Source: an optimization exercise on an open RTL-to-GDS flow (aim: small area). Production flows keep margins and buffers that such runs may drop.
At most, simulation tests tie the RTL to the original design; equivalence was not proved.
Power is estimated from default activity; no workload was simulated. The flow treats the clock pin as an ideal source, which a real chip does not have.

onyx:
Design cfs_aligner, start of the top module:
  module cfs_aligner#(
    parameter ALGN_DATA_WIDTH = 32,
    parameter FIFO_DEPTH      = 8,
    localparam int unsigned APB_ADDR_WIDTH    = 16,
    localparam int unsigned APB_DATA_WIDTH    = 32,
    localparam int unsigned ALGN_OFFSET_WIDTH = ALGN_DATA_WIDTH <= 8 ? 1 : $clog2(ALGN_DATA_WIDTH/8),
    localparam int unsigned ALGN_SIZE_WIDTH   = $clog2(ALGN_DATA_WIDTH/8)+1
  ) (
    input wire clk,
    input wire reset_n,
    input wire[APB_ADDR_WIDTH-1:0]    paddr,
    input wire                        pwrite,
    input wire                        psel,
    input wire                        penable,
    input wire[APB_DATA_WIDTH-1:0]    pwdata,
    output reg                        pready,
    output reg[APB_DATA_WIDTH-1:0]    prdata,
    output reg                        pslverr,
    input                             md_rx_valid,
    input[ALGN_DATA_WIDTH-1:0]        md_rx_data,
    input[ALGN_OFFSET_WIDTH-1:0]      md_rx_offset,
    input[ALGN_SIZE_WIDTH-1:0]        md_rx_size,
    output reg                        md_rx_ready,
    output reg                        md_rx_err,
    output reg                        md_tx_valid,
    output reg[ALGN_DATA_WIDTH-1:0]   md_tx_data,
    output reg[ALGN_OFFSET_WIDTH-1:0] md_tx_offset,
    output reg[ALGN_SIZE_WIDTH-1:0]   md_tx_size,
    input                             md_tx_ready,
  ...
Settings: LEC_CHECK=0, CAP_MARGIN=20, CORE_MARGIN=2, CORE_UTILIZATION=40, SLEW_MARGIN=20; clock period 10.0 ns.
run.sh (not shown) runs the stock make flow with config.mk's settings and CLKGATE_MAP_FILE= SYNTH_SCRIPT=/design/flow/synth_recipe.tcl, a recipe that flattens the netlist after the stock synthesis.
Having completed the whole flow, onyx delivered a layout that passed the timing, design-rule and antenna checks.
Input-level comparison between zinc and onyx:
-- flow/config.mk --
<<< onyx, line 8
export CAP_MARGIN = 20
export CORE_MARGIN = 2
export CORE_UTILIZATION = 40
export SLEW_MARGIN = 20
>>> zinc, line 8
export CAP_MARGIN = 20
export CORE_MARGIN = 2
export CORE_UTILIZATION = 60
export CTS_BUF_LIST = sky130_fd_sc_hd__clkbuf_4 sky130_fd_sc_hd__clkbuf_8
export CTS_CLUSTER_SIZE = 30
export SLEW_MARGIN = 20
zinc: done, clean on timing, DRC and antenna. Taking zinc as 1.0, onyx lands at 1.5 on die area. [zinc] critical path depth fell 1 relative to onyx. zinc has global routing usage on met3 above what onyx had. Lower share of total power consumed by net switching was reported by onyx, not zinc. Summary of the comparison: total power is lower in zinc, relative to onyx. Taking onyx as the reference, in zinc minimum clock period after layout shows an increase of 370 ps; layout-stage area growth over the synthesis result shrank by 2.5 points.
No run of this note included a check of the RTL's function; only the layout flow was run.

========
cfs_aligner, a different RTL version from the one above (not shown whole).
Size in the first run: about 1,900 cells after synthesis, roughly 700 flip-flops, ~170 I/O pins, roughly 28,000 um2 of cells after synthesis.
## cfs_aligner
  module cfs_aligner#(
    parameter ALGN_DATA_WIDTH = 32,
    parameter FIFO_DEPTH      = 8,
    localparam int unsigned APB_ADDR_WIDTH    = 16,
    localparam int unsigned APB_DATA_WIDTH    = 32,
    localparam int unsigned ALGN_OFFSET_WIDTH = ALGN_DATA_WIDTH <= 8 ? 1 : $clog2(ALGN_DATA_WIDTH/8),
    localparam int unsigned ALGN_SIZE_WIDTH   = $clog2(ALGN_DATA_WIDTH/8)+1
  ) (
    input wire clk,
    input wire reset_n,
    input wire[APB_ADDR_WIDTH-1:0]    paddr,
    input wire                        pwrite,
    input wire                        psel,
    input wire                        penable,
    input wire[APB_DATA_WIDTH-1:0]    pwdata,
    output wire                        pready,
    output wire[APB_DATA_WIDTH-1:0]    prdata,
    output wire                        pslverr,
    input                             md_rx_valid,
    input[ALGN_DATA_WIDTH-1:0]        md_rx_data,
    input[ALGN_OFFSET_WIDTH-1:0]      md_rx_offset,
    input[ALGN_SIZE_WIDTH-1:0]        md_rx_size,
    output wire                        md_rx_ready,
    output wire                        md_rx_err,
    output wire                        md_tx_valid,
    output wire[ALGN_DATA_WIDTH-1:0]   md_tx_data,
    output wire[ALGN_OFFSET_WIDTH-1:0] md_tx_offset,
    output wire[ALGN_SIZE_WIDTH-1:0]   md_tx_size,
    input                             md_tx_ready,
    input                             md_tx_err,
    output wire                        irq
  );
Settings: LEC_CHECK=0, CAP_MARGIN=20, CORE_MARGIN=2, CORE_UTILIZATION=45, CTS_BUF_LIST=sky130_fd_sc_hd__clkbuf_8, CTS_CLUSTER_DIAMETER=50, CTS_CLUSTER_SIZE=16, SLEW_MARGIN=20; clock period 10.0 ns.
standard.sh (not shown) runs the stock make flow with config.mk's settings and CLKGATE_MAP_FILE= SYNTH_SCRIPT=/design/flow/synth_recipe.tcl, a recipe that flattens the netlist after the stock synthesis.
==> flow/flow/run.sh <==
#!/bin/bash
set -euo pipefail
bash standard.sh \
  "BUFFER_PORTS_ARGS=-buffer_cell sky130_fd_sc_hd__buf_1" \
  "CTS_ARGS=-sink_clustering_enable -repair_clock_nets -buf_list sky130_fd_sc_hd__clkbuf_8 -sink_clustering_size 16 -sink_clustering_max_diameter 50 -dont_use_dummy_load" \
  finish > standard.log 2>&1
The starting point ran to the end with no violations.
Next try:
==> flow/flow/run.sh (replaced) <==
#!/bin/bash
set -euo pipefail
bash standard.sh \
  "BUFFER_PORTS_ARGS=-buffer_cell sky130_fd_sc_hd__buf_1" \
  "CTS_ARGS=-sink_clustering_enable -repair_clock_nets -buf_list sky130_fd_sc_hd__clkbuf_8 -sink_clustering_size 16 -sink_clustering_max_diameter 70 -dont_use_dummy_load" \
  finish > standard.log 2>&1
CAP_MARGIN = 0   (was 20)
CORE_UTILIZATION = 60   (was 45)
CTS_BUF_LIST = unset   (was sky130_fd_sc_hd__clkbuf_8)
CTS_CLUSTER_DIAMETER = unset   (was 50)
CTS_CLUSTER_SIZE = unset   (was 16)
SLEW_MARGIN = 0   (was 20)
=> The changed run ran to the end with no violations; power fell by 2.9%; clock power fell by about 17%; area after synthesis does not change; non-clock buffer count fell by 2; worst hold slack improves by 0.045 ns; worst setup slack improves by 0.31 ns; sequential power hardly moves; global-route usage rose by 6.0 points; cell count fell by about 9%; die area fell by 25%; combinational power is about the same.
Next try:
==> flow/run.sh (new file) <==
#!/bin/bash
# synth_recipe.tcl (not shown) runs the flow's synth.tcl, then flattens the netlist and writes it again
# the make line also repeats each setting of config.mk as NAME=value (left out here)
make -C /OpenROAD-flow-scripts/flow DESIGN_CONFIG=/design/flow/config.mk WORK_HOME=/design/flow/orfs CLKGATE_MAP_FILE= SYNTH_SCRIPT=/design/flow/synth_recipe.tcl finish
CAP_MARGIN = 20   (was 0)
CORE_UTILIZATION = 45   (was 60)
CTS_BUF_LIST = sky130_fd_sc_hd__clkbuf_16   (was unset)
CTS_CLUSTER_DIAMETER = 60   (was unset)
CTS_CLUSTER_SIZE = 30   (was unset)
SLEW_MARGIN = 20   (was 0)
removed: flow/flow/run.sh
removed: flow/standard.sh
Outcome: Critical path depth went down by 1; worst setup slack is worse by 0.93 ns; flip-flop and latch count stays the same; die area is higher by a quarter to a third; final area grows by a few percent; area after synthesis stays the same; sequential power is about the same; fmax drops by about a fifth.
Next try:
CTS_BUF_LIST = sky130_fd_sc_hd__clkbuf_8   (was sky130_fd_sc_hd__clkbuf_16)
CTS_CLUSTER_DIAMETER = 50   (was 60)
CTS_CLUSTER_SIZE = 16   (was 30)
What happened: The new run completed with no timing, DRC or antenna violations; total power drops slightly; clock power drops by a little under a tenth; area after synthesis does not change; design area drops slightly; routed wire length climbs slightly; non-clock buffer count is unchanged; critical path depth is unchanged; via count is about the same.
Next try:
==> flow/flow/run.sh (new file) <==
#!/bin/bash
set -euo pipefail
bash standard.sh \
  "BUFFER_PORTS_ARGS=-buffer_cell sky130_fd_sc_hd__buf_1" \
  "CTS_ARGS=-sink_clustering_enable -repair_clock_nets -buf_list sky130_fd_sc_hd__clkbuf_16 -sink_clustering_size 34 -sink_clustering_max_diameter 100 -dont_use_dummy_load" \
  finish > standard.log 2>&1
==> flow/standard.sh (new file) <==
#!/bin/bash
# synth_recipe.tcl (not shown) runs the flow's synth.tcl, then flattens the netlist and writes it again
# the make line also repeats each setting of config.mk as NAME=value (left out here)
make -C /OpenROAD-flow-scripts/flow DESIGN_CONFIG=/design/flow/config.mk WORK_HOME=/design/flow/orfs CLKGATE_MAP_FILE= SYNTH_SCRIPT=/design/flow/synth_recipe.tcl "${@:-finish}"
removed: flow/run.sh
What happened: Final cell count shrinks by 3.5%; hold slack gets better by 0.0090 ns; worst setup slack gets better by 0.62 ns; fmax grows by 11%; sequential cell count does not change; core utilization shrinks by 2.7 points; wire length shrinks by 1.3%; clock skew grows by 0.024 ns; design area shrinks by 5.2%; clock power shrinks by 34%.
Next try:
==> flow/flow/run.sh (replaced) <==
#!/bin/bash
set -euo pipefail
bash standard.sh \
  "BUFFER_PORTS_ARGS=-buffer_cell sky130_fd_sc_hd__buf_1" \
  "CTS_ARGS=-sink_clustering_enable -repair_clock_nets -buf_list sky130_fd_sc_hd__clkbuf_8 -sink_clustering_size 18 -sink_clustering_max_diameter 80 -dont_use_dummy_load" \
  finish > standard.log 2>&1
Result:
- The changed run finished with timing, DRC and antenna clean
- worst hold slack loses 0.0064 ns
- first-iteration DRC count goes up by about 2.3%
- register-to-register slack loses 0.13 ns
- wire length goes up by 0.58%
- worst setup slack loses 0.13 ns
- clock skew goes up by 0.024 ns

========
cfs_aligner, a different RTL version from the one above (not shown whole).
Size: ~1,700 cells after synthesis, roughly 700 flip-flops, ~0.027 mm^2 of cells after synthesis.
export LEC_CHECK = 0
export CAP_MARGIN = 0
export CORE_MARGIN = 2
export CORE_UTILIZATION = 60
export SLEW_MARGIN = 0
create_clock -name core_clock -period 10.0 [get_ports {clk}]
==> flow/flow/run.sh <==
#!/bin/bash
set -euo pipefail
bash standard.sh \
  "BUFFER_PORTS_ARGS=-buffer_cell sky130_fd_sc_hd__buf_1" \
  "CTS_ARGS=-sink_clustering_enable -repair_clock_nets -buf_list sky130_fd_sc_hd__clkbuf_4 -sink_clustering_size 10 -sink_clustering_max_diameter 50 -dont_use_dummy_load" \
  finish > standard.log 2>&1
The first run completed without violations.
Next try:
==> flow/flow/run.sh (replaced) <==
#!/bin/bash
set -euo pipefail
bash standard.sh \
  "BUFFER_PORTS_ARGS=-buffer_cell sky130_fd_sc_hd__buf_1" \
  "CTS_ARGS=-sink_clustering_enable -repair_clock_nets -buf_list sky130_fd_sc_hd__clkbuf_8 -sink_clustering_size 16 -sink_clustering_max_diameter 70 -dont_use_dummy_load" \
  finish > standard.log 2>&1
The changed run produced a clean layout. Worst hold slack degrades by 17 ps. Flip-flop and latch count is unchanged. Cell area barely changes. Synthesized area stays the same.

========
cfs_aligner, a different RTL version from the one above (not shown whole).
Size: about 1700 cells after synthesis, ~700 flip-flops, roughly 170 I/O pins.
==> flow/config.mk <==
export PLATFORM = sky130hd
export DESIGN_NAME = cfs_aligner
export DESIGN_NICKNAME = cfs_aligner
export VERILOG_FILES = /design/flow/design.v
export SDC_FILE = /design/flow/constraint.sdc
export NUM_CORES = 4
export LEC_CHECK = 0
export CAP_MARGIN = 0
export CORE_MARGIN = 2
export CORE_UTILIZATION = 60
export SLEW_MARGIN = 0
==> flow/constraint.sdc <==
create_clock -name core_clock -period 10.0 [get_ports {clk}]
set_input_delay 2.0000 -clock core_clock [delete_from_list [all_inputs] [get_ports {clk}]]
set_output_delay 2.0000 -clock core_clock [all_outputs]
set_load 0.01 [all_outputs]
==> flow/flow/run.sh <==
#!/bin/bash
# The standard layout (standard.sh: standard synthesis through finish),
# with two settings changed: every port gets the smallest buffer cell
# (buf_1) as its port buffer, and clock tree synthesis uses clkbuf_8 cells
# on clusters of up to 16 sinks within 70 um and adds no dummy loads.
# The make output goes to standard.log; ORFS keeps each step's log under
# orfs/logs.
set -euo pipefail
bash standard.sh \
  "BUFFER_PORTS_ARGS=-buffer_cell sky130_fd_sc_hd__buf_1" \
  "CTS_ARGS=-sink_clustering_enable -repair_clock_nets -buf_list sky130_fd_sc_hd__clkbuf_8 -sink_clustering_size 16 -sink_clustering_max_diameter 70 -dont_use_dummy_load" \
  finish > standard.log 2>&1
Change:
==> flow/run.sh (new file) <==
#!/bin/bash
# synth_recipe.tcl (not shown) runs the flow's synth.tcl, then flattens the netlist and writes it again
# the make line also repeats each setting of config.mk as NAME=value (left out here)
make -C /OpenROAD-flow-scripts/flow DESIGN_CONFIG=/design/flow/config.mk WORK_HOME=/design/flow/orfs CLKGATE_MAP_FILE= SYNTH_SCRIPT=/design/flow/synth_recipe.tcl finish
CTS_BUF_LIST = sky130_fd_sc_hd__clkbuf_8   (was unset)
CTS_CLUSTER_DIAMETER = 60   (was unset)
CTS_CLUSTER_SIZE = 16   (was unset)
removed: flow/flow/run.sh
removed: flow/standard.sh
Effect:
- worst hold slack improves by 0.028 ns
- sequential power hardly moves
- global-route usage hardly moves
- synthesized cell count does not change
- total power went up by 4.0%

========
Setup of the baseline:
cfs_aligner, a different RTL version from the one above (not shown whole).
For scale: about 1800 cells after synthesis, roughly 170 I/O pins.
export LEC_CHECK = 0
export CAP_MARGIN = 0
export CORE_MARGIN = 2
export CORE_UTILIZATION = 75
export SLEW_MARGIN = 0
create_clock -name core_clock -period 10.0 [get_ports {clk}]
==> flow/flow/run.sh <==
#!/bin/bash
set -euo pipefail
bash standard.sh \
  "BUFFER_PORTS_ARGS=-buffer_cell sky130_fd_sc_hd__buf_1" \
  "CTS_ARGS=-sink_clustering_enable -repair_clock_nets -buf_list sky130_fd_sc_hd__clkbuf_8 -sink_clustering_size 16 -sink_clustering_max_diameter 70 -dont_use_dummy_load" \
  finish > standard.log 2>&1
The baseline ran to completion and came out clean on the timing, design-rule and antenna checks.
--- input diff the baseline..the candidate ---
- CORE_UTILIZATION: 75 -> 60
[summary]
Looking at worst ir drop on vdd across the candidate and the baseline, the one that comes out higher is the candidate. Changes observed in the candidate relative to the baseline: register bit total from synthesis shows no meaningful change, sequential share of layout area shows a reduction of 0.35 points, worst hold slack shows an increase of 56 ps.

==> separate check: timing with driven ports <==
The results above use ideal ports. As a check the final layouts listed here were re-extracted and re-timed, cells and wires unchanged. Step 1 (the two cells are an assumption about what drives the block):
set clk [get_ports {clk}]
set_driving_cell -lib_cell sky130_fd_sc_hd__clkbuf_16 $clk
set_driving_cell -lib_cell sky130_fd_sc_hd__buf_2 [delete_from_list [all_inputs] $clk]
Step 2, shift: input delay + t, output delay - t, t = (earliest + latest rising clock arrival at the registers) / 2. This alone moves slack from input paths to output paths. a / b / c = no drivers / after step 1 / after step 2; a / b = the first two.
run | t, ns | setup WS [ns] | worst setup path at the end | latest minus earliest clock arrival (ns)
onyx | 0.685 | 3.893 / 3.893 / 3.893 | register to register | 0.035 / 0.035
zinc | 0.756 | 3.520 / 3.520 / 3.520 | register to register | 0.023 / 0.023
the first run of note 2 | 0.695 | 4.537 / 4.537 / 4.537 | register to register | 0.111 / 0.111
the second run of note 2 | 0.706 | 4.848 / 4.793 / 4.856 | input to output | 0.083 / 0.083
the third run of note 2 | 0.662 | 3.916 / 3.893 / 3.893 | input to output | 0.060 / 0.060
the fourth run of note 2 | 0.738 | 3.924 / 3.901 / 3.901 | input to output | 0.045 / 0.045
the fifth run of note 2 | 0.661 | 4.548 / 4.548 / 4.548 | register to register | 0.069 / 0.068
the sixth run of note 2 | 0.690 | 4.422 / 4.422 / 4.422 | register to register | 0.090 / 0.090
the first run of note 3 | 0.859 | 4.407 / 4.385 / 4.385 | input to output | 0.075 / 0.075
the second run of note 3 | 0.704 | 4.426 / 4.404 / 4.404 | input to output | 0.081 / 0.081
the first run of note 4 | 0.704 | 4.426 / 4.404 / 4.404 | input to output | 0.081 / 0.081
the second run of note 4 | 0.715 | 3.733 / 3.706 / 3.706 | input to output | 0.023 / 0.024
the baseline | 0.688 | 4.644 / 4.592 / 4.735 | input to output | 0.064 / 0.063
the candidate | 0.703 | 4.870 / 4.840 / 4.848 | input to output | 0.036 / 0.036
After both steps setup and hold are still met in every run listed. For the second run of note 4, which loses most, drivers alone change the setup slack by -0.027 ns; drivers and shift together by -0.027 ns.
